From an optimization exercise on the open Yosys and OpenROAD flow, aimed at small area; shortcuts taken in it are not production practice.
The RTL was checked by simulation tests, not by an equivalence proof against the original design.

==> flow/design.v, too long to show whole: its modules and the start of the top module <==
// module tv80_alu: 356 lines
// module tv80_mcode: 2185 lines
// module tv80_reg: 41 lines
// module tv80_core: 1188 lines
// module tv80a: 135 lines
module tv80a ( 
  m1_n, mreq_n, iorq_n, rd_n, wr_n, rfsh_n, halt_n, busak_n, A, dout,
  reset_n, clk, wait_n, int_n, nmi_n, busrq_n, di
  );
  // ...
==> flow/flow/run.sh <==
#!/bin/bash
# Own flow: the standard layout (standard.sh), with these changes:
#  - synthesis maps the combinational logic with an area-oriented abc script
#    (see my_synth.tcl; registers are mapped before abc, as in the standard one);
#  - ports are buffered with the smallest buffer;
#  - CTS uses no dummy loads and clkbuf_8 buffers.
# Each tool's output goes to a log file in this folder.
set -euo pipefail
W=$(pwd)
F=$W/flow
export MY_ABC_SCRIPT=$F/abc_area_deep.script
CTS="-sink_clustering_enable -repair_clock_nets -dont_use_dummy_load -buf_list sky130_fd_sc_hd__clkbuf_8"
bash standard.sh SYNTH_SCRIPT=$F/my_synth.tcl "CTS_ARGS=$CTS" \
  "BUFFER_PORTS_ARGS=-buffer_cell sky130_fd_sc_hd__buf_1" finish > $W/flow_make.log 2>&1
cp orfs/logs/sky130hd/tv80a/base/*.log $W/ 2>/dev/null || true
test -f out/final.def
==> flow/flow/abc_area_deep.script <==
&get -n
&st
&deepsyn -T 120
&dch -f
&nf -a
&put
topo
==> flow/flow/my_synth.tcl <==
# The standard synthesis script (synth_recipe.tcl), with one change: the
# combinational logic is mapped by abc with an area-oriented script
# (flow/abc_area_deep.script) instead of ORFS's speed script. Registers are
# mapped before abc, so they are the same as the standard synthesis's.
proc synth {args} { yosys synth -nofsm -noshare {*}$args }
proc abc {args} {
  set i [lsearch $args -script]
  lset args [expr {$i+1}] $::env(MY_ABC_SCRIPT)
  set j [lsearch $args -D]
  if {$j >= 0} { set args [lreplace $args $j [expr {$j+1}]] }
  puts "my_synth: abc $args"
  yosys abc {*}$args
}
source $::env(SCRIPTS_DIR)/synth.tcl
# left out here: clear keep_hierarchy, flatten, clean up, hide names made inside functions, write 1_2_yosys.v
==> flow/standard.sh <==
#!/bin/bash
# synth_recipe.tcl (not shown) runs the flow's synth.tcl, then flattens the netlist and writes it again
# the make line also repeats each setting of config.mk as NAME=value (left out here)
make -C /OpenROAD-flow-scripts/flow DESIGN_CONFIG=/design/flow/config.mk WORK_HOME=/design/flow/orfs CLKGATE_MAP_FILE= SYNTH_SCRIPT=/design/flow/synth_recipe.tcl "${@:-finish}"
==> flow/config.mk <==
export PLATFORM = sky130hd
export DESIGN_NAME = tv80a
export DESIGN_NICKNAME = tv80a
export VERILOG_FILES = /design/flow/design.v
export SDC_FILE = /design/flow/constraint.sdc
export NUM_CORES = 4
export LEC_CHECK = 0
export CAP_MARGIN = 20
export CORE_MARGIN = 2
export CORE_UTILIZATION = 50
export GPL_TIMING_DRIVEN = 0
export SLEW_MARGIN = 20
==> flow/constraint.sdc <==
create_clock -name core_clock -period 20.0 [get_ports {clk}]
set_input_delay 4.0000 -clock core_clock [delete_from_list [all_inputs] [get_ports {clk}]]
set_output_delay 4.0000 -clock core_clock [all_outputs]
set_load 0.01 [all_outputs]
==> metrics.cfg, run 1 <==
[synthesis]
yosys.area_share.simple_pct=21.9
synthMuxAreaShare_pct=2.30
synthCells=3263
ys_ff_latch=367
yosys_warnings=5
synth_ff_type=edfxtp_1
yosysTopAreaCellShare_pct=18.5
syn_area_um2=27500

[route]
drt-initial-drc-count=6020
viasPerCell=7.79
wl_met3_mm=20.2
drc=0

[critical_path]
worstSetupStartpoint=tstate_r[2]
r2r_cells=35
crit_type=register to primary output
cp-start-kind=register
worst-path-stages=5
path_max_fanout=3

[timing]
worst_slack_ns=4.27
tightest_slew_ns=1.23

[placement]
dpl_worst_slack_ns=4.92
dp_hpwl_mm=104
post_dp_cell_area_um2=29500

[finish]
layout.cells.non_filler=4128
multi_input_area_share_pct=57.0
mostFrequentLayoutCell=nor2_1

[grt]
grt_first_pass_wirelength_mm=202
grt_max_degree=61
gr-total-overflow=0
met2_usage_pct=70.4

[worst_hold_path]
worst_hold_path.endpoint=i_tv80_core.BTR_r

[status]
status=no timing/DRC/antenna violations

[die]
start_util_pct=50.3

[cts]
post_cts_buffers=0
htreeDepth=2
ctsHoldBuffers=0
cts.path.max_buffers=3

==> module tv80_core, before the edit <==
module tv80_core ( 
  m1_n, iorq, no_read, write, rfsh_n, halt_n, busak_n, A, dout, mc,
  ts, intcycle_n, IntE, stop,
  reset_n, clk, cen, wait_n, int_n, nmi_n, busrq_n, dinst, di
  );
  parameter Mode = 0;    
  parameter IOWait = 1;  
  parameter Flag_C = 0;
  parameter Flag_N = 1;
  parameter Flag_P = 2;
  parameter Flag_X = 3;
  parameter Flag_H = 4;
  parameter Flag_Y = 5;
  parameter Flag_Z = 6;
  parameter Flag_S = 7;
  input     reset_n;            
  input     clk;                
  input     cen;                
  input     wait_n;             
  input     int_n;              
  input     nmi_n;              
  input     busrq_n;            
  output    m1_n;               
  output    iorq;               
  output    no_read;            
  output    write;              
  output    rfsh_n;             
  output    halt_n;             
  output    busak_n;            
  output [15:0] A; 
  input [7:0]   dinst;  
  input [7:0]   di;     
  output [7:0]  dout;     
  output [6:0]  mc;     
  output [6:0]  ts;     
  output        intcycle_n;     
  output        IntE;           
  output        stop;           
  reg    m1_n;          
  reg    iorq; 
  reg    rfsh_n;   
  reg    halt_n;                
  reg    busak_n;               
  reg [15:0] A; 
  reg [7:0]  dout;        
  reg [6:0]  mc;        
  reg [6:0]  ts;        
  reg   intcycle_n;     
  reg   IntE;           
  reg   stop;           
  parameter     aNone    = 3'b111;
  parameter     aBC      = 3'b000;
  parameter     aDE      = 3'b001;
  parameter     aXY      = 3'b010;
  parameter     aIOA     = 3'b100;
  parameter     aSP      = 3'b101;
  parameter     aZI      = 3'b110;
  reg [7:0]     ACC, F;
  reg [7:0]     Ap, Fp;
  reg [7:0]     I;
  reg [7:0]     R;
  reg [15:0]    SP, PC;
  reg [7:0]     RegDIH;
  reg [7:0]     RegDIL;
  wire [15:0]   RegBusA;
  wire [15:0]   RegBusB;
  wire [15:0]   RegBusC;
  reg [2:0]     RegAddrA_r;
  reg [2:0]     RegAddrA;
  reg [2:0]     RegAddrB_r;
  reg [2:0]     RegAddrB;
  reg [2:0]     RegAddrC;
  reg           RegWEH;
  reg           RegWEL;
  reg           Alternate;
  reg [15:0]    TmpAddr;         
  reg [7:0]     IR;              
  reg [1:0]     ISet;            
  reg [15:0]    RegBusA_r;
  reg [15:0]    ID16;
  reg [7:0]     Save_Mux;
  reg [6:0]     tstate;
  reg [6:0]     mcycle;
  reg           last_mcycle, last_tstate;
  reg           IntE_FF1;
  reg           IntE_FF2;
  reg           Halt_FF;
  reg           BusReq_s;
  reg           BusAck;
  reg           ClkEn;
  reg           NMI_s;
  reg           INT_s;
  reg [1:0]     IStatus;
  reg [7:0]     DI_Reg;
  reg           T_Res;
  reg [1:0]     XY_State;
  reg [2:0]     Pre_XY_F_M;
  reg           NextIs_XY_Fetch;
  reg           XY_Ind;
  reg           No_BTR;
  reg           BTR_r;
  reg           Auto_Wait;
  reg           Auto_Wait_t1;
  reg           Auto_Wait_t2;
  reg           IncDecZ;
  reg [7:0]     BusB;
  reg [7:0]     BusA;
  wire [7:0]    ALU_Q;
  wire [7:0]    F_Out;
  reg [4:0]     Read_To_Reg_r;
  reg           Arith16_r;
  reg           Z16_r;
  reg [3:0]     ALU_Op_r;
  reg           Save_ALU_r;
  reg           PreserveC_r;
  reg [2:0]     mcycles;
  wire [2:0]    mcycles_d;
  wire [2:0]    tstates;
  reg           IntCycle;
  reg           NMICycle;
  wire          Inc_PC;
  wire          Inc_WZ;
  wire [3:0]    IncDec_16;
  wire [1:0]    Prefix;
  wire          Read_To_Acc;
  wire          Read_To_Reg;
  wire [3:0]     Set_BusB_To;
  wire [3:0]     Set_BusA_To;
  wire [3:0]     ALU_Op;
  wire           Save_ALU;
  wire           PreserveC;
  wire           Arith16;
  wire [2:0]     Set_Addr_To;
  wire           Jump;
  wire           JumpE;
  wire           JumpXY;
  wire           Call;
  wire           RstP;
  wire           LDZ;
  wire           LDW;
  wire           LDSPHL;
  wire           iorq_i;
  wire [2:0]     Special_LD;
  wire           ExchangeDH;
  wire           ExchangeRp;
  wire           ExchangeAF;
  wire           ExchangeRS;
  wire           I_DJNZ;
  wire           I_CPL;
  wire           I_CCF;
  wire           I_SCF;
  wire           I_RETN;
  wire           I_BT;
  wire           I_BC;
  wire           I_BTR;
  wire           I_RLD;
  wire           I_RRD;
  wire           I_INRC;
  wire           SetDI;
  wire           SetEI;
  wire [1:0]     IMode;
  wire           Halt;
  reg [15:0]     PC16;
  reg [15:0]     PC16_B;
  reg [15:0]     SP16, SP16_A, SP16_B;
  reg [15:0]     ID16_B;
  reg            Oldnmi_n;
  tv80_mcode #(Mode, Flag_C, Flag_N, Flag_P, Flag_X, Flag_H, Flag_Y, Flag_Z, Flag_S) i_mcode
    (
     .IR                   (IR),
     .ISet                 (ISet),
     .MCycle               (mcycle),
     .F                    (F),
     .NMICycle             (NMICycle),
     .IntCycle             (IntCycle),
     .MCycles              (mcycles_d),
     .TStates              (tstates),
     .Prefix               (Prefix),
     .Inc_PC               (Inc_PC),
     .Inc_WZ               (Inc_WZ),
     .IncDec_16            (IncDec_16),
     .Read_To_Acc          (Read_To_Acc),
     .Read_To_Reg          (Read_To_Reg),
     .Set_BusB_To          (Set_BusB_To),
     .Set_BusA_To          (Set_BusA_To),
     .ALU_Op               (ALU_Op),
     .Save_ALU             (Save_ALU),
     .PreserveC            (PreserveC),
     .Arith16              (Arith16),
     .Set_Addr_To          (Set_Addr_To),
     .IORQ                 (iorq_i),
     .Jump                 (Jump),
     .JumpE                (JumpE),
     .JumpXY               (JumpXY),
     .Call                 (Call),
     .RstP                 (RstP),
     .LDZ                  (LDZ),
     .LDW                  (LDW),
     .LDSPHL               (LDSPHL),
     .Special_LD           (Special_LD),
     .ExchangeDH           (ExchangeDH),
     .ExchangeRp           (ExchangeRp),
     .ExchangeAF           (ExchangeAF),
     .ExchangeRS           (ExchangeRS),
     .I_DJNZ               (I_DJNZ),
     .I_CPL                (I_CPL),
     .I_CCF                (I_CCF),
     .I_SCF                (I_SCF),
     .I_RETN               (I_RETN),
     .I_BT                 (I_BT),
     .I_BC                 (I_BC),
     .I_BTR                (I_BTR),
     .I_RLD                (I_RLD),
     .I_RRD                (I_RRD),
     .I_INRC               (I_INRC),
     .SetDI                (SetDI),
     .SetEI                (SetEI),
     .IMode                (IMode),
     .Halt                 (Halt),
     .NoRead               (no_read),
     .Write                (write)
     );
  tv80_alu #(Mode, Flag_C, Flag_N, Flag_P, Flag_X, Flag_H, Flag_Y, Flag_Z, Flag_S) i_alu
    (
     .Arith16              (Arith16_r),
     .Z16                  (Z16_r),
     .ALU_Op               (ALU_Op_r),
     .IR                   (IR[5:0]),
     .ISet                 (ISet),
     .BusA                 (BusA),
     .BusB                 (BusB),
     .F_In                 (F),
     .Q                    (ALU_Q),
     .F_Out                (F_Out)
     );
  function [6:0] number_to_bitvec;
    input [2:0] num;
    begin
      case (num)
        1 : number_to_bitvec = 7'b0000001;
        2 : number_to_bitvec = 7'b0000010;
        3 : number_to_bitvec = 7'b0000100;
        4 : number_to_bitvec = 7'b0001000;
        5 : number_to_bitvec = 7'b0010000;
        6 : number_to_bitvec = 7'b0100000;
        7 : number_to_bitvec = 7'b1000000;
        default : number_to_bitvec = 7'bx;
      endcase  
    end
  endfunction  
  function [2:0] mcyc_to_number;
    input [6:0] mcyc;
    begin
      casez (mcyc)
        7'b1zzzzzz : mcyc_to_number = 3'h7;
        7'b01zzzzz : mcyc_to_number = 3'h6;
        7'b001zzzz : mcyc_to_number = 3'h5;
        7'b0001zzz : mcyc_to_number = 3'h4;
        7'b00001zz : mcyc_to_number = 3'h3;
        7'b000001z : mcyc_to_number = 3'h2;
        7'b0000001 : mcyc_to_number = 3'h1;
        default : mcyc_to_number = 3'h1;
      endcase
    end
  endfunction
  always @( mcycle or mcycles or tstate or tstates)
    begin
      case (mcycles)
        1 : last_mcycle = mcycle[0];
        2 : last_mcycle = mcycle[1];
        3 : last_mcycle = mcycle[2];
        4 : last_mcycle = mcycle[3];
        5 : last_mcycle = mcycle[4];
        6 : last_mcycle = mcycle[5];
        7 : last_mcycle = mcycle[6];
        default : last_mcycle = 1'bx;
      endcase  
      case (tstates)
        0 : last_tstate = tstate[0];
        1 : last_tstate = tstate[1];
        2 : last_tstate = tstate[2];
        3 : last_tstate = tstate[3];
        4 : last_tstate = tstate[4];
        5 : last_tstate = tstate[5];
        6 : last_tstate = tstate[6];
        default : last_tstate = 1'bx;
      endcase
    end  
  always @( ALU_Q or BusAck or BusB or DI_Reg
	   or ExchangeRp or IR or Save_ALU_r or Set_Addr_To or XY_Ind
	   or XY_State or cen or last_tstate or mcycle)
    begin
      ClkEn = cen && ~ BusAck;
      if (last_tstate)
        T_Res = 1'b1;
      else T_Res = 1'b0;
      if (XY_State != 2'b00 && XY_Ind == 1'b0 &&
          ((Set_Addr_To == aXY) ||
           (mcycle[0] && IR == 8'b11001011) ||
           (mcycle[0] && IR == 8'b00110110)))
        NextIs_XY_Fetch = 1'b1;
      else 
        NextIs_XY_Fetch = 1'b0;
      if (ExchangeRp)
        Save_Mux = BusB;
      else if (!Save_ALU_r)
        Save_Mux = DI_Reg;
      else
        Save_Mux = ALU_Q;
    end  
  always @ (posedge clk or negedge reset_n)
    begin
      if (reset_n == 1'b0 ) 
        begin
          PC <= 0;   
          A <= 0;
          TmpAddr <= 0;
          IR <= 8'b00000000;
          ISet <= 2'b00;
          XY_State <= 2'b00;
          IStatus <= 2'b00;
          mcycles <= 3'b000;
          dout <= 8'b00000000;
          ACC <= 8'hFF;
          F <= 8'hFF;
          Ap <= 8'hFF;
          Fp <= 8'hFF;
          I <= 0;
          R <= 0;
          SP <= 16'hFFFF;
          Alternate <= 1'b0;
          Read_To_Reg_r <= 5'b00000;
          Arith16_r <= 1'b0;
          BTR_r <= 1'b0;
          Z16_r <= 1'b0;
          ALU_Op_r <= 4'b0000;
          Save_ALU_r <= 1'b0;
          PreserveC_r <= 1'b0;
          XY_Ind <= 1'b0;
        end 
      else 
        begin
          if (ClkEn == 1'b1 ) 
            begin
              ALU_Op_r <= 4'b0000;
              Save_ALU_r <= 1'b0;
              Read_To_Reg_r <= 5'b00000;
              mcycles <= mcycles_d;
              if (IMode != 2'b11 ) 
                begin
                  IStatus <= IMode;
                end
              Arith16_r <= Arith16;
              PreserveC_r <= PreserveC;
              if (ISet == 2'b10 && ALU_Op[2] == 1'b0 && ALU_Op[0] == 1'b1 && mcycle[2] ) 
                begin
                  Z16_r <= 1'b1;
                end 
              else 
                begin
                  Z16_r <= 1'b0;
                end
              if (mcycle[0] && (tstate[1] | tstate[2] | tstate[3] )) 
                begin
                  if (tstate[2] && wait_n == 1'b1 ) 
                    begin
                      if (Mode < 2 ) 
                        begin
                          A[7:0] <= R;
                          A[15:8] <= I;
                          R[6:0] <= R[6:0] + 1;
                        end
                      if (Jump == 1'b0 && Call == 1'b0 && NMICycle == 1'b0 && IntCycle == 1'b0 && ~ (Halt_FF == 1'b1 || Halt == 1'b1) ) 
                        begin
                          PC <= PC16;
                        end
                      if (IntCycle == 1'b1 && IStatus == 2'b01 ) 
                        begin
                          IR <= 8'b11111111;
                        end 
                      else if (Halt_FF == 1'b1 || (IntCycle == 1'b1 && IStatus == 2'b10) || NMICycle == 1'b1 ) 
                        begin
                          IR <= 8'b00000000;
			  TmpAddr[7:0] <= dinst;  
                        end 
                      else 
                        begin
                          IR <= dinst;
                        end
                      ISet <= 2'b00;
                      if (Prefix != 2'b00 ) 
                        begin
                          if (Prefix == 2'b11 ) 
                            begin
                              if (IR[5] == 1'b1 ) 
                                begin
                                  XY_State <= 2'b10;
                                end 
                              else 
                                begin
                                  XY_State <= 2'b01;
                                end
                            end 
                          else 
                            begin
                              if (Prefix == 2'b10 ) 
                                begin
                                  XY_State <= 2'b00;
                                  XY_Ind <= 1'b0;
                                end
                              ISet <= Prefix;
                            end
                        end 
                      else 
                        begin
                          XY_State <= 2'b00;
                          XY_Ind <= 1'b0;
                        end
                    end  
                end 
              else 
                begin
                  if (mcycle[5] ) 
                    begin
                      XY_Ind <= 1'b1;
                      if (Prefix == 2'b01 ) 
                        begin
                          ISet <= 2'b01;
                        end
                    end
                  if (T_Res == 1'b1 ) 
                    begin
                      BTR_r <= (I_BT || I_BC || I_BTR) && ~ No_BTR;
                      if (Jump == 1'b1 ) 
                        begin
                          A[15:8] <= DI_Reg;
                          A[7:0] <= TmpAddr[7:0];
                          PC[15:8] <= DI_Reg;
                          PC[7:0] <= TmpAddr[7:0];
                        end 
                      else if (JumpXY == 1'b1 ) 
                        begin
                          A <= RegBusC;
                          PC <= RegBusC;
                        end else if (Call == 1'b1 || RstP == 1'b1 ) 
                          begin
                            A <= TmpAddr;
                            PC <= TmpAddr;
                          end 
                        else if (last_mcycle && NMICycle == 1'b1 ) 
                          begin
                            A <= 16'b0000000001100110;
                            PC <= 16'b0000000001100110;
                          end 
                        else if (mcycle[2] && IntCycle == 1'b1 && IStatus == 2'b10 ) 
                          begin
                            A[15:8] <= I;
                            A[7:0] <= TmpAddr[7:0];
                            PC[15:8] <= I;
                            PC[7:0] <= TmpAddr[7:0];
                          end 
                        else 
                          begin
                            case (Set_Addr_To)
                              aXY :
                                begin
                                  if (XY_State == 2'b00 ) 
                                    begin
                                      A <= RegBusC;
                                    end 
                                  else 
                                    begin
                                      if (NextIs_XY_Fetch == 1'b1 )
                                        begin
                                          A <= PC;
                                        end 
                                      else 
                                        begin
                                          A <= TmpAddr;
                                        end
                                    end  
                                end  
                              aIOA :
                                begin
                                  if (Mode == 3 ) 
                                    begin
                                      A[15:8] <= 8'hFF;
                                    end 
                                  else if (Mode == 2 ) 
                                    begin
                                      A[15:8] <= DI_Reg;
                                    end 
                                  else 
                                    begin
                                      A[15:8] <= ACC;
                                    end
                                  A[7:0] <= DI_Reg;
                                end  
                              aSP :
                                begin
                                  A <= SP;
                                end
                              aBC :
                                begin
                                  if (Mode == 3 && iorq_i == 1'b1 ) 
                                    begin
                                      A[15:8] <= 8'hFF;
                                      A[7:0] <= RegBusC[7:0];
                                    end 
                                  else 
                                    begin
                                      A <= RegBusC;
                                    end
                                end  
                              aDE :
                                begin
                                  A <= RegBusC;
                                end
                              aZI :
                                begin                                  
                                  if (Inc_WZ == 1'b1 ) 
                                    begin
                                      A <= TmpAddr + 1;
                                    end 
                                  else 
                                    begin
                                      A[15:8] <= DI_Reg;
                                      A[7:0] <= TmpAddr[7:0];
                                    end
                                end  
                              default   :
                                begin                                    
                                  A <= PC;
                                end
                            endcase  
                          end  
                      Save_ALU_r <= Save_ALU;
                      ALU_Op_r <= ALU_Op;
                      if (I_CPL == 1'b1 ) 
                        begin
                          ACC <= ~ ACC;
                          F[Flag_Y] <= ~ ACC[5];
                          F[Flag_H] <= 1'b1;
                          F[Flag_X] <= ~ ACC[3];
                          F[Flag_N] <= 1'b1;
                        end
                      if (I_CCF == 1'b1 ) 
                        begin
                          F[Flag_C] <= ~ F[Flag_C];
                          F[Flag_Y] <= ACC[5];
                          F[Flag_H] <= F[Flag_C];
                          F[Flag_X] <= ACC[3];
                          F[Flag_N] <= 1'b0;
                        end
                      if (I_SCF == 1'b1 ) 
                        begin
                          F[Flag_C] <= 1'b1;
                          F[Flag_Y] <= ACC[5];
                          F[Flag_H] <= 1'b0;
                          F[Flag_X] <= ACC[3];
                          F[Flag_N] <= 1'b0;
                        end
                    end  
                  if (tstate[2] && wait_n == 1'b1 ) 
                    begin
                      if (ISet == 2'b01 && mcycle[6] ) 
                        begin
                          IR <= dinst;
                        end
                      if (JumpE == 1'b1 ) 
                        begin
                          PC <= PC16;
                        end 
                      else if (Inc_PC == 1'b1 ) 
                        begin
                          PC <= PC16;
                        end
                      if (BTR_r == 1'b1 ) 
                        begin
                          PC <= PC16;
                        end
                      if (RstP == 1'b1 ) 
                        begin
                          TmpAddr <= { 10'h0, IR[5:3], 3'h0 };
                        end
                    end
                  if (tstate[3] && mcycle[5] ) 
                    begin
                      TmpAddr <= SP16;
                    end
                  if ((tstate[2] && wait_n == 1'b1) || (tstate[4] && mcycle[0]) ) 
                    begin
                      if (IncDec_16[2:0] == 3'b111 ) 
                        begin
                          SP <= SP16;
                        end
                    end
                  if (LDSPHL == 1'b1 ) 
                    begin
                      SP <= RegBusC;
                    end
                  if (ExchangeAF == 1'b1 ) 
                    begin
                      Ap <= ACC;
                      ACC <= Ap;
                      Fp <= F;
                      F <= Fp;
                    end
                  if (ExchangeRS == 1'b1 ) 
                    begin
                      Alternate <= ~ Alternate;
                    end
                end  
              if (tstate[3] ) 
                begin
                  if (LDZ == 1'b1 ) 
                    begin
                      TmpAddr[7:0] <= DI_Reg;
                    end
                  if (LDW == 1'b1 ) 
                    begin
                      TmpAddr[15:8] <= DI_Reg;
                    end
                  if (Special_LD[2] == 1'b1 ) 
                    begin
                      case (Special_LD[1:0])
                        2'b00 :
                          begin
                            ACC <= I;
                            F[Flag_P] <= IntE_FF2;
			    F[Flag_Z] <= (I == 0);
			    F[Flag_S] <= I[7];
			    F[Flag_H] <= 0;
			    F[Flag_N] <= 0; 
                          end
                        2'b01 :
                          begin
                            ACC <= R;
                            F[Flag_P] <= IntE_FF2;
			    F[Flag_Z] <= (I == 0);
			    F[Flag_S] <= I[7];
			    F[Flag_H] <= 0;
			    F[Flag_N] <= 0; 
                          end
                        2'b10 :
                          I <= ACC;
                        default :
                          R <= ACC;
                      endcase
                    end
                end  
              if ((I_DJNZ == 1'b0 && Save_ALU_r == 1'b1) || ALU_Op_r == 4'b1001 ) 
                begin
                  if (Mode == 3 ) 
                    begin
                      F[6] <= F_Out[6];
                      F[5] <= F_Out[5];
                      F[7] <= F_Out[7];
                      if (PreserveC_r == 1'b0 ) 
                        begin
                          F[4] <= F_Out[4];
                        end
                    end 
                  else 
                    begin
                      F[7:1] <= F_Out[7:1];
                      if (PreserveC_r == 1'b0 ) 
                        begin
                          F[Flag_C] <= F_Out[0];
                        end
                    end
                end  
              if (T_Res == 1'b1 && I_INRC == 1'b1 ) 
                begin
                  F[Flag_H] <= 1'b0;
                  F[Flag_N] <= 1'b0;
                  if (DI_Reg[7:0] == 8'b00000000 ) 
                    begin
                      F[Flag_Z] <= 1'b1;
                    end 
                  else 
                    begin
                      F[Flag_Z] <= 1'b0;
                    end
                  F[Flag_S] <= DI_Reg[7];
                  F[Flag_P] <= ~ (^DI_Reg[7:0]);
                end  
              if (tstate[1] && Auto_Wait_t1 == 1'b0 ) 
                begin
                  dout <= BusB;
                  if (I_RLD == 1'b1 ) 
                    begin
                      dout[3:0] <= BusA[3:0];
                      dout[7:4] <= BusB[3:0];
                    end
                  if (I_RRD == 1'b1 ) 
                    begin
                      dout[3:0] <= BusB[7:4];
                      dout[7:4] <= BusA[3:0];
                    end
                end
              if (T_Res == 1'b1 ) 
                begin
                  Read_To_Reg_r[3:0] <= Set_BusA_To;
                  Read_To_Reg_r[4] <= Read_To_Reg;
                  if (Read_To_Acc == 1'b1 ) 
                    begin
                      Read_To_Reg_r[3:0] <= 4'b0111;
                      Read_To_Reg_r[4] <= 1'b1;
                    end
                end
              if (tstate[1] && I_BT == 1'b1 ) 
                begin
                  F[Flag_X] <= ALU_Q[3];
                  F[Flag_Y] <= ALU_Q[1];
                  F[Flag_H] <= 1'b0;
                  F[Flag_N] <= 1'b0;
                end
              if (I_BC == 1'b1 || I_BT == 1'b1 ) 
                begin
                  F[Flag_P] <= IncDecZ;
                end
              if ((tstate[1] && Save_ALU_r == 1'b0 && Auto_Wait_t1 == 1'b0) ||
                  (Save_ALU_r == 1'b1 && ALU_Op_r != 4'b0111) ) 
                begin
                  case (Read_To_Reg_r)
                    5'b10111 :
                      ACC <= Save_Mux;
                    5'b10110 :
                      dout <= Save_Mux;
                    5'b11000 :
                      SP[7:0] <= Save_Mux;
                    5'b11001 :
                      SP[15:8] <= Save_Mux;
                    5'b11011 :
                      F <= Save_Mux;
                    default : ;
                  endcase
                end  
            end  
        end  
    end
  always @ (posedge clk)
    begin
      if (ClkEn == 1'b1 ) 
        begin
          RegAddrA_r <= { Alternate, Set_BusA_To[2:1] };
          if (XY_Ind == 1'b0 && XY_State != 2'b00 && Set_BusA_To[2:1] == 2'b10 ) 
            begin
              RegAddrA_r <= { XY_State[1],  2'b11 };
            end
          RegAddrB_r <= { Alternate, Set_BusB_To[2:1] };
          if (XY_Ind == 1'b0 && XY_State != 2'b00 && Set_BusB_To[2:1] == 2'b10 ) 
            begin
              RegAddrB_r <= { XY_State[1],  2'b11 };
            end
          RegAddrC <= { Alternate,  Set_Addr_To[1:0] };
          if ((JumpXY == 1'b1 || LDSPHL == 1'b1) ) 
            begin
              RegAddrC <= { Alternate, 2'b10 };
            end
          if (((JumpXY == 1'b1 || LDSPHL == 1'b1) && XY_State != 2'b00) || (mcycle[5]) ) 
            begin
              RegAddrC <= { XY_State[1],  2'b11 };
            end
          if (I_DJNZ == 1'b1 && Save_ALU_r == 1'b1 && Mode < 2 ) 
            begin
              IncDecZ <= F_Out[Flag_Z];
            end
          if ((tstate[2] || (tstate[3] && mcycle[0])) && IncDec_16[2:0] == 3'b100 ) 
            begin
              if (ID16 == 0 ) 
                begin
                  IncDecZ <= 1'b0;
                end 
              else 
                begin
                  IncDecZ <= 1'b1;
                end
            end
          RegBusA_r <= RegBusA;
        end
    end  
  always @( Alternate or ExchangeDH or IncDec_16
	   or RegAddrA_r or RegAddrB_r or XY_State or mcycle or tstate)
    begin
      if ((tstate[2] || (tstate[3] && mcycle[0] && IncDec_16[2] == 1'b1)) && XY_State == 2'b00)
        RegAddrA = { Alternate, IncDec_16[1:0] };
      else if ((tstate[2] || (tstate[3] && mcycle[0] && IncDec_16[2] == 1'b1)) && IncDec_16[1:0] == 2'b10)
        RegAddrA = { XY_State[1], 2'b11 };
      else if (ExchangeDH == 1'b1 && tstate[3])
        RegAddrA = { Alternate, 2'b10 };
      else if (ExchangeDH == 1'b1 && tstate[4])
        RegAddrA = { Alternate, 2'b01 };
      else
        RegAddrA = RegAddrA_r;
      if (ExchangeDH == 1'b1 && tstate[3])
        RegAddrB = { Alternate, 2'b01 };
      else
        RegAddrB = RegAddrB_r;
    end  
  always @( ALU_Op_r or Auto_Wait_t1 or ExchangeDH
	   or IncDec_16 or Read_To_Reg_r or Save_ALU_r or mcycle
	   or tstate or wait_n)
    begin
      RegWEH = 1'b0;
      RegWEL = 1'b0;
      if ((tstate[1] && ~Save_ALU_r && ~Auto_Wait_t1) ||
          (Save_ALU_r && (ALU_Op_r != 4'b0111)) ) 
        begin
          case (Read_To_Reg_r)
            5'b10000 , 5'b10001 , 5'b10010 , 5'b10011 , 5'b10100 , 5'b10101 :
              begin
                RegWEH = ~ Read_To_Reg_r[0];
                RegWEL = Read_To_Reg_r[0];
              end  
            default : ;
          endcase  
        end  
      if (ExchangeDH && (tstate[3] || tstate[4]) ) 
        begin
          RegWEH = 1'b1;
          RegWEL = 1'b1;
        end
      if (IncDec_16[2] && ((tstate[2] && wait_n && ~mcycle[0]) || (tstate[3] && mcycle[0])) ) 
        begin
          case (IncDec_16[1:0])
            2'b00 , 2'b01 , 2'b10 :
              begin
                RegWEH = 1'b1;
                RegWEL = 1'b1;
              end  
            default : ;
          endcase
        end
    end  
  always @( ExchangeDH or ID16 or IncDec_16 or RegBusA_r
	   or RegBusB or Save_Mux or mcycle or tstate)
    begin
      RegDIH = Save_Mux;
      RegDIL = Save_Mux;
      if (ExchangeDH == 1'b1 && tstate[3] ) 
        begin
          RegDIH = RegBusB[15:8];
          RegDIL = RegBusB[7:0];
        end
      else if (ExchangeDH == 1'b1 && tstate[4] ) 
        begin
          RegDIH = RegBusA_r[15:8];
          RegDIL = RegBusA_r[7:0];
        end
      else if (IncDec_16[2] == 1'b1 && ((tstate[2] && ~mcycle[0]) || (tstate[3] && mcycle[0])) ) 
        begin
          RegDIH = ID16[15:8];
          RegDIL = ID16[7:0];
        end
    end
  tv80_reg i_reg
    (
     .clk                  (clk),
     .CEN                  (ClkEn),
     .WEH                  (RegWEH),
     .WEL                  (RegWEL),
     .AddrA                (RegAddrA),
     .AddrB                (RegAddrB),
     .AddrC                (RegAddrC),
     .DIH                  (RegDIH),
     .DIL                  (RegDIL),
     .DOAH                 (RegBusA[15:8]),
     .DOAL                 (RegBusA[7:0]),
     .DOBH                 (RegBusB[15:8]),
     .DOBL                 (RegBusB[7:0]),
     .DOCH                 (RegBusC[15:8]),
     .DOCL                 (RegBusC[7:0])
     );
  always @ (posedge clk)
    begin
      if (ClkEn == 1'b1 ) 
        begin
          case (Set_BusB_To)
            4'b0111 :
              BusB <= ACC;
            4'b0000 , 4'b0001 , 4'b0010 , 4'b0011 , 4'b0100 , 4'b0101 :
              begin
                if (Set_BusB_To[0] == 1'b1 ) 
                  begin
                    BusB <= RegBusB[7:0];
                  end 
                else 
                  begin
                    BusB <= RegBusB[15:8];
                  end
              end
            4'b0110 :
              BusB <= DI_Reg;
            4'b1000 :
              BusB <= SP[7:0];
            4'b1001 :
              BusB <= SP[15:8];
            4'b1010 :
              BusB <= 8'b00000001;
            4'b1011 :
              BusB <= F;
            4'b1100 :
              BusB <= PC[7:0];
            4'b1101 :
              BusB <= PC[15:8];
            4'b1110 :
              BusB <= 8'b00000000;
            default :
              BusB <= 8'h0;
          endcase
          case (Set_BusA_To)
            4'b0111 :
              BusA <= ACC;
            4'b0000 , 4'b0001 , 4'b0010 , 4'b0011 , 4'b0100 , 4'b0101 :
              begin
                if (Set_BusA_To[0] == 1'b1 )
                  begin
                    BusA <= RegBusA[7:0];
                  end 
                else 
                  begin
                    BusA <= RegBusA[15:8];
                  end
              end
            4'b0110 :
              BusA <= DI_Reg;
            4'b1000 :
              BusA <= SP[7:0];
            4'b1001 :
              BusA <= SP[15:8];
            4'b1010 :
              BusA <= 8'b00000000;
            default :
              BusA <= 8'h0;
          endcase
        end
    end
  always @ (posedge clk or negedge reset_n)
    begin
      if (reset_n == 1'b0 ) 
        begin
          rfsh_n <= 1'b1;
        end 
      else
        begin
          if (cen == 1'b1 ) 
            begin
              if (mcycle[0] && ((tstate[2]  && wait_n == 1'b1) || tstate[3]) ) 
                begin
                  rfsh_n <= 1'b0;
                end 
              else 
                begin
                  rfsh_n <= 1'b1;
                end
            end
        end
    end  
  always @( BusAck or Halt_FF or I_DJNZ or IntCycle
	   or IntE_FF1 or di or iorq_i or mcycle or tstate)
    begin
      mc = mcycle;
      ts = tstate;
      DI_Reg = di;
      halt_n = ~ Halt_FF;
      busak_n = ~ BusAck;
      intcycle_n = ~ IntCycle;
      IntE = IntE_FF1;
      iorq = iorq_i;
      stop = I_DJNZ;
    end
  always @ (posedge clk or negedge reset_n)
    begin : sync_inputs
      if (~reset_n) 
        begin
          BusReq_s <= 1'b0;
          INT_s <= 1'b0;
          NMI_s <= 1'b0;
          Oldnmi_n <= 1'b0;
        end 
      else
        begin
          if (cen == 1'b1 ) 
            begin
              BusReq_s <= ~ busrq_n;
              INT_s <= ~ int_n;
              if (NMICycle == 1'b1 ) 
                begin
                  NMI_s <= 1'b0;
                end 
              else if (nmi_n == 1'b0 && Oldnmi_n == 1'b1 ) 
                begin
                  NMI_s <= 1'b1;
                end
              Oldnmi_n <= nmi_n;
            end
        end
    end
  always @ (posedge clk or negedge reset_n)
    begin
      if (reset_n == 1'b0 ) 
        begin
          mcycle <= 7'b0000001;
          tstate <= 7'b0000001;
          Pre_XY_F_M <= 3'b000;
          Halt_FF <= 1'b0;
          BusAck <= 1'b0;
          NMICycle <= 1'b0;
          IntCycle <= 1'b0;
          IntE_FF1 <= 1'b0;
          IntE_FF2 <= 1'b0;
          No_BTR <= 1'b0;
          Auto_Wait_t1 <= 1'b0;
          Auto_Wait_t2 <= 1'b0;
          m1_n <= 1'b1;
        end 
      else
        begin
          if (cen == 1'b1 ) 
            begin
              if (T_Res == 1'b1 ) 
                begin
                  Auto_Wait_t1 <= 1'b0;
                end 
              else 
                begin
		  Auto_Wait_t1 <= Auto_Wait || (iorq_i & ~Auto_Wait_t2);
                end
              Auto_Wait_t2 <= Auto_Wait_t1 & !T_Res;
              No_BTR <= (I_BT && (~ IR[4] || ~ F[Flag_P])) ||
                        (I_BC && (~ IR[4] || F[Flag_Z] || ~ F[Flag_P])) ||
                        (I_BTR && (~ IR[4] || F[Flag_Z]));
              if (tstate[2] ) 
                begin
                  if (SetEI == 1'b1 ) 
                    begin
                      if (!NMICycle)
                        IntE_FF1 <= 1'b1;
                      IntE_FF2 <= 1'b1;
                    end
                  if (I_RETN == 1'b1 ) 
                    begin
                      IntE_FF1 <= IntE_FF2;
                    end
                end
              if (tstate[3] ) 
                begin
                  if (SetDI == 1'b1 ) 
                    begin
                      IntE_FF1 <= 1'b0;
                      IntE_FF2 <= 1'b0;
                    end
                end
              if (IntCycle == 1'b1 || NMICycle == 1'b1 ) 
                begin
                  Halt_FF <= 1'b0;
                end
              if (mcycle[0] && tstate[2] && wait_n == 1'b1 ) 
                begin
                  m1_n <= 1'b1;
                end
              if (BusReq_s == 1'b1 && BusAck == 1'b1 ) 
                begin
                end 
              else 
                begin
                  BusAck <= 1'b0;
                  if (tstate[2] && wait_n == 1'b0 ) 
                    begin
                    end 
                  else if (T_Res == 1'b1 ) 
                    begin
                      if (Halt == 1'b1 ) 
                        begin
                          Halt_FF <= 1'b1;
                        end
                      if (BusReq_s == 1'b1 ) 
                        begin
                          BusAck <= 1'b1;
                        end 
                      else 
                        begin
                          tstate <= 7'b0000010;
                          if (NextIs_XY_Fetch == 1'b1 ) 
                            begin
                              mcycle <= 7'b0100000;
                              Pre_XY_F_M <= mcyc_to_number(mcycle);
                              if (IR == 8'b00110110 && Mode == 0 ) 
                                begin
                                  Pre_XY_F_M <= 3'b010;
                                end
                            end 
                          else if ((mcycle[6]) || (mcycle[5] && Mode == 1 && ISet != 2'b01) ) 
                            begin
                              mcycle <= number_to_bitvec(Pre_XY_F_M + 1);
                            end 
                          else if ((last_mcycle) ||
                                   No_BTR == 1'b1 ||
                                   (mcycle[1] && I_DJNZ == 1'b1 && IncDecZ == 1'b1) ) 
                            begin
                              m1_n <= 1'b0;
                              mcycle <= 7'b0000001;
                              IntCycle <= 1'b0;
                              NMICycle <= 1'b0;
                              if (NMI_s == 1'b1 && Prefix == 2'b00 ) 
                                begin
                                  NMICycle <= 1'b1;
                                  IntE_FF1 <= 1'b0;
                                end 
                              else if ((IntE_FF1 == 1'b1 && INT_s == 1'b1) && Prefix == 2'b00 && SetEI == 1'b0 ) 
                                begin
                                  IntCycle <= 1'b1;
                                  IntE_FF1 <= 1'b0;
                                  IntE_FF2 <= 1'b0;
                                end
                            end 
                          else 
                            begin
                              mcycle <= { mcycle[5:0], mcycle[6] };
                            end
                        end
                    end 
                  else 
                    begin    
                      if ( ~(Auto_Wait == 1'b1 && Auto_Wait_t2 == 1'b0) &&
                           ~(IOWait == 1 && iorq_i == 1'b1 && Auto_Wait_t1 == 1'b0) ) 
                        begin
                          tstate <= { tstate[5:0], tstate[6] };
                        end
                    end
                end
              if (tstate[0]) 
                begin
                  m1_n <= 1'b0;
                end
            end
        end
    end
  always @( BTR_r or DI_Reg or IncDec_16 or JumpE or PC
	   or RegBusA or RegBusC or SP or tstate)
    begin
      if (JumpE == 1'b1 ) 
        begin
          PC16_B = { {8{DI_Reg[7]}}, DI_Reg };
        end 
      else if (BTR_r == 1'b1 ) 
        begin
          PC16_B = -2;
        end
      else
        begin
          PC16_B = 1;
        end
      if (tstate[3])
        begin
          SP16_A = RegBusC;
          SP16_B = { {8{DI_Reg[7]}}, DI_Reg };
        end
      else
        begin
          SP16_A = SP;
          if (IncDec_16[3] == 1'b1)
            SP16_B = -1;
          else
            SP16_B = 1;
        end
      if (IncDec_16[3])  
        ID16_B = -1;
      else
        ID16_B = 1;
      ID16 = RegBusA + ID16_B;
      PC16 = PC + PC16_B;
      SP16 = SP16_A + SP16_B;
    end  
  always @( IntCycle or NMICycle or mcycle)
    begin
      Auto_Wait = 1'b0;
      if (IntCycle == 1'b1 || NMICycle == 1'b1 ) 
        begin
          if (mcycle[0] ) 
            begin
              Auto_Wait = 1'b1;
            end
        end
    end  
endmodule  
==> run 2, diff against run 1 <==
--- a/flow/design.v
+++ b/flow/design.v
@@ -2663,5 +2663,4 @@
   reg [7:0]     IR;              
   reg [1:0]     ISet;            
-  reg [15:0]    RegBusA_r;
   reg [15:0]    ID16;
   reg [7:0]     Save_Mux;
@@ -3365,7 +3364,22 @@
                 end
             end
-          RegBusA_r <= RegBusA;
         end
     end  
+  reg           DHswap0, DHswap1;
+  wire [1:0]    DHswap = { DHswap1, DHswap0 };
+  always @ (posedge clk)
+    begin
+      if (ClkEn == 1'b1 && ExchangeDH == 1'b1 && tstate[4] && Alternate == 1'b0)
+        DHswap0 <= ~ DHswap0;
+      if (ClkEn == 1'b1 && ExchangeDH == 1'b1 && tstate[4] && Alternate == 1'b1)
+        DHswap1 <= ~ DHswap1;
+    end
+  function [2:0] dh_map;
+    input [2:0] a;
+    input [1:0] swp;
+    begin
+      dh_map = (swp[a[2]] && (a[1] ^ a[0])) ? { a[2], ~a[1:0] } : a;
+    end
+  endfunction
   always @( Alternate or ExchangeDH or IncDec_16
 	   or RegAddrA_r or RegAddrB_r or XY_State or mcycle or tstate)
@@ -3404,9 +3418,4 @@
           endcase  
         end  
-      if (ExchangeDH && (tstate[3] || tstate[4]) ) 
-        begin
-          RegWEH = 1'b1;
-          RegWEL = 1'b1;
-        end
       if (IncDec_16[2] && ((tstate[2] && wait_n && ~mcycle[0]) || (tstate[3] && mcycle[0])) ) 
         begin
@@ -3421,20 +3430,10 @@
         end
     end  
-  always @( ExchangeDH or ID16 or IncDec_16 or RegBusA_r
+  always @( ExchangeDH or ID16 or IncDec_16
 	   or RegBusB or Save_Mux or mcycle or tstate)
     begin
       RegDIH = Save_Mux;
       RegDIL = Save_Mux;
-      if (ExchangeDH == 1'b1 && tstate[3] ) 
-        begin
-          RegDIH = RegBusB[15:8];
-          RegDIL = RegBusB[7:0];
-        end
-      else if (ExchangeDH == 1'b1 && tstate[4] ) 
-        begin
-          RegDIH = RegBusA_r[15:8];
-          RegDIL = RegBusA_r[7:0];
-        end
-      else if (IncDec_16[2] == 1'b1 && ((tstate[2] && ~mcycle[0]) || (tstate[3] && mcycle[0])) ) 
+      if (IncDec_16[2] == 1'b1 && ((tstate[2] && ~mcycle[0]) || (tstate[3] && mcycle[0])) ) 
         begin
           RegDIH = ID16[15:8];
@@ -3448,7 +3447,7 @@
      .WEH                  (RegWEH),
      .WEL                  (RegWEL),
-     .AddrA                (RegAddrA),
-     .AddrB                (RegAddrB),
-     .AddrC                (RegAddrC),
+     .AddrA                (dh_map(RegAddrA, DHswap)),
+     .AddrB                (dh_map(RegAddrB, DHswap)),
+     .AddrC                (dh_map(RegAddrC, DHswap)),
      .DIH                  (RegDIH),
      .DIL                  (RegDIL),
@@ -3740,5 +3739,5 @@
           PC16_B = 1;
         end
-      if (tstate[3])
+      if (tstate[3] && mcycle[5])
         begin
           SP16_A = RegBusC;
@@ -3747,5 +3746,8 @@
       else
         begin
-          SP16_A = SP;
+          if (IncDec_16[1:0] == 2'b11)
+            SP16_A = SP;
+          else
+            SP16_A = RegBusA;
           if (IncDec_16[3] == 1'b1)
             SP16_B = -1;
@@ -3753,11 +3755,7 @@
             SP16_B = 1;
         end
-      if (IncDec_16[3])  
-        ID16_B = -1;
-      else
-        ID16_B = 1;
-      ID16 = RegBusA + ID16_B;
       PC16 = PC + PC16_B;
       SP16 = SP16_A + SP16_B;
+      ID16 = SP16;
     end  
   always @( IntCycle or NMICycle or mcycle)
==> flow/flow/run.sh (replaced) <==
#!/bin/bash
# Own flow: the standard layout (standard.sh), with these changes:
#  - synthesis maps the combinational logic of each module with an
#    area-oriented abc script (see my_synth.tcl; registers are mapped before
#    abc, exactly as in the standard synthesis);
#  - ports are buffered with the smallest buffer;
#  - CTS uses no dummy loads, clkbuf_16 buffers and larger sink clusters.
# Each tool's output goes to a log file in this folder.
set -euo pipefail
W=$(pwd)
F=$W/flow
export MY_ABC_SCRIPT=$F/abc_area_deep.script
CTS="-sink_clustering_enable -repair_clock_nets -dont_use_dummy_load -buf_list sky130_fd_sc_hd__clkbuf_16 -sink_clustering_size 24 -sink_clustering_max_diameter 60"
bash standard.sh SYNTH_SCRIPT=$F/my_synth.tcl "CTS_ARGS=$CTS" \
  "BUFFER_PORTS_ARGS=-buffer_cell sky130_fd_sc_hd__buf_1" finish > $W/flow_make.log 2>&1
cp orfs/logs/sky130hd/tv80a/base/*.log $W/ 2>/dev/null || true
test -f out/final.def
==> flow/flow/abc_area_deep.script (replaced) <==
&get -n
&st
&deepsyn -T 30
&dch -f
&nf -a -p -F 8 -A 4
&st
&dch -f
&nf -a -p -F 8 -A 4
&put
topo
--- a/flow/config.mk
+++ b/flow/config.mk
@@ -6,7 +6,9 @@
 export NUM_CORES = 4
 export LEC_CHECK = 0
-export CAP_MARGIN = 20
+export CAP_MARGIN = 5
 export CORE_MARGIN = 2
-export CORE_UTILIZATION = 50
+export CORE_UTILIZATION = 35
 export GPL_TIMING_DRIVEN = 0
-export SLEW_MARGIN = 20
+export SLEW_MARGIN = 5
+export SYNTH_HIERARCHICAL = 1
+export SYNTH_MINIMUM_KEEP_SIZE = 0
==> metrics.cfg, run 2 <==
[critical_path]
crit_family=compound AO/OA/AOI/OAI gates
cp-start-kind=register
arrival_ns=11.61
crit_chain=a21oi_1, o32a_1, o21a_1, buf_1
slowest_delay_ns=0.34
cp_num_buf_inv=1
r2r_slack_ns=6.50
crit_type=register to primary output
critPathCaptureType=primary output
cpMaxStageDelayCell=o32a_1
worst-path-stages=4  ; -1
r2r_cells=38  ; +8.6%
path_max_fanout=2  ; -1
required_ns=16.00

[finish]
post_route_cells_drive_above_1_share_pct=4.75
seqCellArea_um2=9630
nFillCells=7470
multi_input_area_um2=15900
design_area_um2=28400
syn_to_final_growth_pct=10.6
final_cell_mix=nor2_1 (391), nand2_1 (295), o21ai_0 (255)
fin_nets=3238
top_regs=i_tv80_core.i_reg.RegsH (64), i_tv80_core.i_reg.RegsL (64)
layout.cells.non_filler=4099  ; -0.70%
mostFrequentLayoutCell=nor2_1

[synthesis]
synthTopCellsByCount=nor2_1 (394), nand2_1 (298), o21ai_0 (258)
avgSynthCellArea_um2=8.54
synth_top_cell_by_area=edfxtp_1
yosysTopAreaCellShare_pct=18.2  ; -0.32 points
synth_cell_types=74
syn_area_um2=25700  ; -6.6%
yosysMostFrequentCell=nor2_1
ys_top_cells_by_area=edfxtp_1 (18%), dfrtp_1 (13%), nor2_1 (5.8%)
synth_ff_type=edfxtp_1
ys_ff_latch=353  ; -3.8%
yosysSeqAreaShare_pct=37.4
synthCells=3012  ; -7.7%
synthArstFlopShare_pct=52.4
yosys_warnings=11  ; +6
synth_edf_count=156

[route]
wl_mm=127
viasPerCell=6.89  ; -11%
drc=0  ; unchanged
drtAntennaViolNets=0
dr_total_vias=28200
drt-initial-drc-count=4413  ; -27%
drt_first_pass_iters=7
avgRoutedWirePerCell_um=31.1

[status]
status=finished with violations
failed_checks=capacitance limit, slew limit

[cts]
cts-buffers-inserted=31
clock-sinks=353
cts-root-buf=clkbuf_16
ctsHoldBuffers=0  ; unchanged
post_cts_buffers=0  ; unchanged
cts.path.max_buffers=3  ; unchanged
htreeDepth=1  ; -1
cts_tree=done
clkLatencyLatePin_ns=0.62
cts_resized=0
clk_pin_slew_ns=0.05

[placement]
dp_hpwl_mm=92.7  ; -11%
port_buffers=45
post_dp_cell_area_um2=27600  ; -6.5%
dp_cells=4061
place.gp.congestion=1.03
dpl_worst_slack_ns=5.01  ; +0.0878 ns

[timing]
worst_slew_margin_rel_pct=-8.41
skew_ns=0.0559
rsz0062_at_grt=false
setup_tns_ns=0
worst_slack_ns=4.39  ; +0.116 ns
tightest_slew_ns=1.63  ; +0.393 ns
maxSlewViolCount=8
hold_viol_final=0
setup_violations=0

[die]
die_h_um=275
rows=99
core_um2=72800
dieArea_um2=75600
die_w_um=275
io_pins=46
start_util_pct=35.3  ; -15 points

[grt]
grt_pass1_vias=26000
met3_usage_pct=6.40
gr-total-overflow=0  ; unchanged
grt-busiest-layer=met2
globalRouteTotalUtil_pct=32.6
antenna_found_initial=7
grt_max_degree=64  ; +4.9%
grt_first_pass_wirelength_mm=184  ; -9.0%
met1_usage_pct=44.2
met2_usage_pct=49.1  ; -21 points

[worst_hold_path]
min_path_cells=2
min_path_type=register to register

[job]
max_cap_viol_count=3

[run 2: cell count changes after synthesis, sizes merged, moves of 14 or more]
cell / previous run / this run
ha: 104 / 77
a221o: 32 / 16
xnor2: 66 / 47
o221ai: 48 / 86
nand2: 352 / 298
or3: 21 / 43
a31oi: 43 / 27
a21oi: 262 / 171
o21bai: 36 / 10
nor2: 440 / 394
edfxtp: 170 / 156
a221oi: 60 / 40
o22ai: 142 / 196
[run 2: final cells by class]
| cell class | count | share of cell area (%) |
|---|---|---|
| Tap cell | 959 | 4.22 |
| Multi-Input combinational cell | 2561 | 55.7 |
| Clock buffer | 31 | 2.73 |
| Clock inverter | 3 | 0.0396 |
| Sequential cell | 353 | 33.9 |
| Buffer | 2 | 0.0264 |
| Timing Repair Buffer | 70 | 1.81 |
| Inverter | 118 | 1.56 |
| Antenna cell | 2 | 0.0176 |
[run 2: final timing paths]
check,from,end
hold / removal,i_tv80_core.Fp[0],i_tv80_core.Fp[0]
setup / recovery,tstate_r[2],rd_n
hold reg to reg,i_tv80_core.Fp[0],i_tv80_core.Fp[0]
setup reg to reg,i_tv80_core.IR[1],i_tv80_core.IncDecZ
max in group asynchronous,reset_n,i_tv80_core.I[5]
min in group asynchronous,reset_n,i_tv80_core.BusAck
[run 2: kinds of logic (layout without fill, tap and decap cells)]
kind of cell / after synthesis / in the layout / share of synthesized area [%]
AOI/OAI and AO/OA: 1137 / 1137 / 29.9
xor gates and xnor gates: 73 / 73 / 2.49
adders and majority gates: 84 / 84 / 4.29
buffers and inverters: 121 / 224 / 1.77
DFF: 353 / 353 / 37.4
muxes: 60 / 60 / 2.58
other: 1 / 26 / 0.0146
and+or+nand+nor: 1183 / 1183 / 21.6
[run 2: metal layers]
layer  vias up  wire length, um
met1     13700            51000
met2      1985            54100
met5         -               76
met3       403            14000
met4        12             8130
li1      12100                -
[run 2: worst min-delay path: stages, from the launching register on]
cell and delay, ns:
dfstp_2 0.36, nand2_1 0.04, o21ai_0 0.07
[run 2: per-stage QoR]
step / utilization [%] / hold WS (ns)
4_1_cts: 39.0 / 0.482
3_5_place_dp: 37.9 / 0.473
5_1_grt: 39.0 / 0.513
2_1_floorplan: - / 0.444
3_3_place_gp: 37.3 / 0.462
6_report: 39.0 / 0.481
[run 2: Yosys stat by module (local to each module, per instance), a selection]
module | cell area, um^2 | times used | flip-flops and latches
tv80a | 412 | 1 | 12
tv80_reg | 5910 | 1 | 128
==> run 3, diff against run 2 <==
==> flow/flow/run.sh (replaced) <==
#!/bin/bash
# Own flow: the standard layout (standard.sh), with these changes:
#  - synthesis maps the combinational logic of each module with an
#    area-oriented abc script (see my_synth.tcl; registers are mapped before
#    abc, exactly as in the standard synthesis);
#  - ports are buffered with the smallest buffer;
#  - CTS uses no dummy loads and clkbuf_8 buffers.
# Each tool's output goes to a log file in this folder.
set -euo pipefail
W=$(pwd)
F=$W/flow
export MY_ABC_SCRIPT=$F/abc_area_deep.script
CTS="-sink_clustering_enable -repair_clock_nets -dont_use_dummy_load -buf_list sky130_fd_sc_hd__clkbuf_8 -sink_clustering_size 12 -sink_clustering_max_diameter 80"
bash standard.sh SYNTH_SCRIPT=$F/my_synth.tcl "CTS_ARGS=$CTS" \
  "BUFFER_PORTS_ARGS=-buffer_cell sky130_fd_sc_hd__buf_1" finish > $W/flow_make.log 2>&1
cp orfs/logs/sky130hd/tv80a/base/*.log $W/ 2>/dev/null || true
test -f out/final.def
==> flow/flow/abc_area_deep.script (replaced) <==
&get -n
&st
&deepsyn -T 30
&dch -f
&nf -a -p -F 8 -A 4
&put
mfs2 -a
&get -n
&st
&dch -f
&nf -a -p -F 8 -A 4
&put
mfs2 -a
&get -n
&st
&dch -f
&nf -a -p -F 8 -A 4
&put
topo
--- a/flow/config.mk
+++ b/flow/config.mk
@@ -6,9 +6,9 @@
 export NUM_CORES = 4
 export LEC_CHECK = 0
-export CAP_MARGIN = 5
+export CAP_MARGIN = 18
 export CORE_MARGIN = 2
 export CORE_UTILIZATION = 35
 export GPL_TIMING_DRIVEN = 0
-export SLEW_MARGIN = 5
+export SLEW_MARGIN = 18
 export SYNTH_HIERARCHICAL = 1
 export SYNTH_MINIMUM_KEEP_SIZE = 0
==> metrics.cfg, run 3 <==
[status]
status=no timing/DRC/antenna violations

[critical_path]
timing.rr.start=i_tv80_core.IR[2]
crit_type=register to primary output
required_ns=16.00  ; about the same
cp-start-kind=register
critPathCaptureType=primary output
path_max_fanout=2  ; unchanged
worstSetupStartpoint=tstate_r[2]
arrival_ns=11.67  ; +0.06 ns
r2r_slack_ns=8.72  ; +2.22 ns

[finish]
layout.cells.non_filler=4107  ; +0.20%
post_route_cells_drive_above_1_share_pct=5.98  ; +1.2 points
fin_nets=3245  ; +0.22%
final_cell_mix=nor2_1 (335), nand2_1 (311), o21ai_0 (268)
mostFrequentLayoutCell=nor2_1
design_area_um2=28500  ; about the same
syn_to_final_growth_pct=11.2
top_regs=i_tv80_core.i_reg.RegsH (64), i_tv80_core.i_reg.RegsL (64)

[placement]
port_buffers=45  ; unchanged
dpl_worst_slack_ns=4.95  ; -0.0525 ns
post_dp_cell_area_um2=27900  ; +0.98%
dp_hpwl_mm=88.3  ; -4.8%
dp_cells=4063  ; +0.049%
place.gp.congestion=1.05  ; +1.5%

[route]
drt-initial-drc-count=4885  ; +11%
drt_first_pass_iters=8  ; +1
dr_total_vias=28100  ; -0.57%
drtAntennaViolNets=0  ; unchanged
avgRoutedWirePerCell_um=29.7  ; -4.4%
viasPerCell=6.84  ; -0.76%
drc=0  ; unchanged
wl_mm=122  ; -4.2%

[cts]
cts-buffers-inserted=37  ; +19%
cts_resized=0  ; unchanged
clock-sinks=353  ; unchanged
cts.path.max_buffers=3  ; unchanged
cts-root-buf=clkbuf_8
clk_pin_slew_ns=0.08  ; +0.03 ns
clkLatencyLatePin_ns=0.68  ; +0.06 ns
cts_tree=done
post_cts_buffers=0  ; unchanged
htreeDepth=2  ; +1
ctsHoldBuffers=0  ; unchanged

[synthesis]
yosysSeqAreaShare_pct=37.6  ; +0.19 points
avgSynthCellArea_um2=8.53  ; about the same
synth_ff_type=edfxtp_1
yosys_warnings=11  ; unchanged
yosysMostFrequentCell=nor2_1
yosys.area_share.simple_pct=21.9  ; +0.36 points
ys_ff_latch=353  ; unchanged
synthTopCellsByCount=nor2_1 (341), nand2_1 (315), o21ai_0 (277)
synth-compound-area-share_pct=29.5  ; -0.42 points
synth-adder-area-share_pct=4.31  ; +0.021 points
synth_top_cell_by_area=edfxtp_1
syn_area_um2=25600  ; -0.50%
synth_edf_count=156  ; unchanged
synthCells=3000  ; -0.40%
synthArstFlopShare_pct=52.4  ; unchanged
yosysTopAreaCellShare_pct=18.3  ; +0.091 points
synth_top_family_by_area=compound AO/OA/AOI/OAI gates
synthMuxAreaShare_pct=2.51  ; -0.065 points
ys_top_cells_by_area=edfxtp_1 (18%), dfrtp_1 (13%), o21ai_0 (5.4%)
synth_cell_types=74  ; unchanged
synthXorXnorAreaFrac_pct=2.60  ; +0.12 points

[grt]
gr-total-overflow=0  ; unchanged
grt_first_pass_wirelength_mm=179  ; -2.6%
antenna_found_initial=2  ; -5
globalRouteTotalUtil_pct=31.8  ; -0.85 points
grt_max_degree=66  ; +3.1%
grt_pass1_vias=26100  ; +0.16%

[die]
dieArea_um2=75300  ; -0.49%
die_h_um=274  ; -0.25%
die_w_um=274  ; -0.25%
io_pins=46  ; unchanged
start_util_pct=35.2  ; -0.12 points
core_um2=72700  ; -0.17%
rows=99  ; unchanged

[timing]
hold_viol_final=0  ; unchanged
maxSlewViolCount=0  ; -8
setup_violations=0  ; unchanged
setup_tns_ns=0  ; unchanged
worst_slack_ns=4.33  ; -0.0509 ns
tightest_slew_ns=1.36  ; -0.264 ns
skew_ns=0.0878  ; +0.0319 ns
worst_slew_margin_rel_pct=9.18  ; +18 points
rsz0062_at_grt=false

[worst_hold_path]
min_path_type=register to register
worstHoldStart=i_tv80_core.A[7]

[job]
max_cap_viol_count=0  ; -3

## run 3: path summary, 6_finish.rpt
kind	to	cells after the start
max reg2reg	i_tv80_core.i_reg.RegsH[2][6]	40
min reg2reg	i_tv80_core.A[7]	2
min	i_tv80_core.A[7]	2
min in group asynchronous	i_tv80_core.mcycle[4]	1
max in group asynchronous	i_tv80_core.ACC[3]	5
max	rd_n	4
## run 3: worst max-delay path, cell delays in order, from the launching register on
cell	delay (ns)
dfxtp_1	0.32
o21bai_1	0.10
a2111oi_0	0.42
nor2_1	0.08
buf_1	0.14
## run 3: final cells by class
class	instances	area, um^2
clock buffers	37	509
well taps	959	1200
inverters	104	392
fillers	7434	44300
repair buffers	83	846
diodes	3	7.51
plain buffers	2	7.51
multi-input cells	2563	15900
flip-flops and latches	353	9630
clock inverters	3	11.3
## run 3: metal layers
layer	vias to the layer above	global-route usage, %	routed length (um)
li1	12100	-	-
met1	13500	42.8	47600
met2	2058	47.7	52000
met3	393	7.34	15000
met4	2	16.0	7390
met5	-	0	9
## run 3: metrics by stage
| step | util (%) | hold slack [ns] |
|---|---|---|
| after floorplan | - | 0.447 |
| after global placement | 37.2 | 0.463 |
| after detailed placement | 38.3 | 0.469 |
| after CTS | 39.1 | 0.489 |
| after global routing | 39.1 | 0.511 |
| final | 39.1 | 0.488 |
## run 3: logic make-up after synthesis
group                      after synthesis
DFF                                    353
and+or+nand+nor                       1184
other                                    1
AOI/OAI and AO/OA                     1137
muxes                                   58
adders and majority gates               84
buffers and inverters                  107
xor gates and xnor gates                76
## run 3: modules after synthesis (local to each module, per instance), excerpt
module    flops+latches  area, um^2  cells
tv80_reg            128        5900    468
tv80a                12         405     38
==> run 4, diff against run 3 <==
--- a/flow/flow/abc_area_deep.script
+++ b/flow/flow/abc_area_deep.script
@@ -2,4 +2,6 @@
 &st
 &deepsyn -T 30
+&st
+&deepsyn -T 30 -S 3
 &dch -f
 &nf -a -p -F 8 -A 4
==> metrics.cfg, run 4 <==
[status]
status=no timing/DRC/antenna violations

[critical_path]
r2r_slack_ns=8.63  ; -0.09 ns
critPathCaptureType=primary output
crit_type=register to primary output
cp-start-kind=register
timing.rr.start=i_tv80_core.ISet[1]
arrival_ns=11.71  ; +0.04 ns
r2r_cells=36  ; -10%
required_ns=16.00  ; about the same
worstSetupStartpoint=tstate_r[2]
worstReg2RegEnd=i_tv80_core.i_reg.RegsH[1][7]
endpoint=rd_n
path_max_fanout=2  ; unchanged

[synthesis]
synth_top_cell_by_area=edfxtp_1
synth_ff_type=edfxtp_1
syn_area_um2=25300  ; -0.99%
yosysTopAreaCellShare_pct=18.5  ; +0.18 points
synthTopCellsByCount=nor2_1 (340), nand2_1 (317), o21ai_0 (279)
synth_cell_types=70  ; -5.4%
synth_edf_count=156  ; unchanged
yosysMostFrequentCell=nor2_1
avgSynthCellArea_um2=8.51  ; -0.22%
ys_ff_latch=353  ; unchanged
synthCells=2977  ; -0.77%
synthArstFlopShare_pct=52.4  ; unchanged
ys_top_cells_by_area=edfxtp_1 (18%), dfrtp_1 (13%), o21ai_0 (5.5%)
yosys_warnings=11  ; unchanged
yosysSeqAreaShare_pct=38.0  ; +0.38 points

[finish]
mostFrequentLayoutCell=nor2_1
layout.cells.non_filler=4080  ; -0.66%
nFillCells=7385  ; -0.66%
final_cell_mix=nor2_1 (334), nand2_1 (313), o21ai_0 (271)
syn_to_final_growth_pct=11.5
post_route_cells_drive_above_1_share_pct=5.69  ; -0.29 points
top_regs=i_tv80_core.i_reg.RegsH (64), i_tv80_core.i_reg.RegsL (64)
fin_nets=3228  ; -0.52%

[die]
start_util_pct=35.4  ; +0.19 points
die_h_um=273  ; -0.49%
die_w_um=273  ; -0.49%
rows=98  ; -1.0%
dieArea_um2=74500  ; -0.97%
core_um2=71600  ; -1.5%
io_pins=46  ; unchanged

[placement]
dp_hpwl_mm=88.8  ; +0.62%
place.gp.congestion=1.02  ; -2.7%
port_buffers=45  ; unchanged
dpl_worst_slack_ns=4.91  ; -0.0442 ns
dp_cells=4036  ; -0.66%

[route]
avgRoutedWirePerCell_um=29.7  ; about the same
wl_met2_mm=52.7  ; +1.4%
wl_mm=121  ; -0.69%
drtAntennaViolNets=0  ; unchanged
drt_first_pass_iters=10  ; +2
viasPerCell=6.84  ; about the same
dr_total_vias=27900  ; -0.66%
wl_met1_mm=47.7  ; +0.26%
wl_met3_mm=13.4  ; -11%
drc=0  ; unchanged
drt-initial-drc-count=4322  ; -12%
highest_layer=met4

[grt]
globalRouteTotalUtil_pct=31.6  ; -0.23 points
grt_first_pass_wirelength_mm=177  ; -0.94%
grt_max_degree=65  ; -1.5%
gr-total-overflow=0  ; unchanged
grt_pass1_vias=25800  ; -1.2%
antenna_found_initial=1  ; -1

[cts]
cts_resized=0  ; unchanged
cts.path.max_buffers=3  ; unchanged
cts_tree=done
htreeDepth=2  ; unchanged
cts-buffers-inserted=39  ; +5.4%
clkLatencyLatePin_ns=0.65  ; -0.03 ns
post_cts_buffers=0  ; unchanged
clock-sinks=353  ; unchanged
clk_pin_slew_ns=0.08  ; about the same
cts-root-buf=clkbuf_8
ctsHoldBuffers=0  ; unchanged

[timing]
setup_tns_ns=0  ; unchanged
worst_slew_margin_rel_pct=14.9  ; +5.8 points
setup_violations=0  ; unchanged
hold_viol_final=0  ; unchanged
worst_slack_ns=4.29  ; -0.0455 ns
tightest_slew_ns=1.26  ; -0.0998 ns
rsz0062_at_grt=false
whs_ns=0.488  ; +0.000414 ns
maxSlewViolCount=0  ; unchanged
skew_ns=0.0698  ; -0.0180 ns

[job]
max_cap_viol_count=0  ; unchanged

[worst_hold_path]
min_path_type=register to register

[run 4: final cells by class]
cell class / instances / area, um^2 / share of cell area, %
plain buffers: 2 / 7.51 / 0.0266
diodes: 2 / 5.00 / 0.0177
multi-input cells: 2537 / 15500 / 55.0
repair buffers: 86 / 920 / 3.26
flip-flops and latches: 353 / 9630 / 34.1
clock inverters: 3 / 11.3 / 0.0399
inverters: 108 / 407 / 1.44
well taps: 950 / 1190 / 4.21
clock buffers: 39 / 537 / 1.90
[run 4: kinds of logic (layout without fill, tap and decap cells)]
kind of cell             count (synthesis)  after routing  share of synthesized area [%]
adder cells (fa/ha/maj)                 84             84                           4.36
multiplexers                            58             58                           2.53
flip-flops                             353            353                           38.0
other                                    1             27                         0.0148
XOR/XNOR                                79             79                           2.73
AO/OA/AOI/OAI                         1151           1151                           29.7
AND/OR/NAND/NOR                       1140           1140                           21.1
buffers and inverters                  111            238                           1.64
[run 4: modules after synthesis (local to each module, per instance), excerpt]
| module | times used | flip-flops and latches |
|---|---|---|
| tv80_reg | 1 | 128 |
| tv80a | 1 | 12 |
[run 4: critical path: stages, from the launching register on]
cell and delay (ns):
dfxtp_1 0.32, o21bai_1 0.09, a2111oi_0 0.47, nor2_1 0.08, buf_1 0.14
[run 4: worst min path at each step]
stage | startpoint | end | slack [ns] | depth (start not counted)
after floorplan | i_tv80_core.tstate[1] | tstate_rr[1] | 0.43 | 0
after global routing | i_tv80_core.Ap[5] | i_tv80_core.Ap[5] | 0.50 | 2
final | i_tv80_core.Fp[0] | i_tv80_core.Fp[0] | 0.49 | 2
after detailed placement | i_tv80_core.A[0] | i_tv80_core.A[0] | 0.48 | 2
after global placement | i_tv80_core.Read_To_Reg_r[4] | i_tv80_core.Read_To_Reg_r[4] | 0.47 | 2
after CTS | i_tv80_core.Fp[0] | i_tv80_core.Fp[0] | 0.49 | 2
[run 4: per-layer routing]
layer	track usage (%)	up-vias
li1	-	12000
met1	42.1	13500
met2	48.6	2007
met3	6.58	435
met4	15.5	0
met5	0	-
[run 4: stage by stage]
| step | utilization, % | instance area, um^2 |
|---|---|---|
| after floorplan | - | 25400 |
| after global placement | 37.4 | 26800 |
| after detailed placement | 38.6 | 27700 |
| after CTS | 39.4 | 28200 |
| after global routing | 39.4 | 28200 |
| final | 39.4 | 28200 |
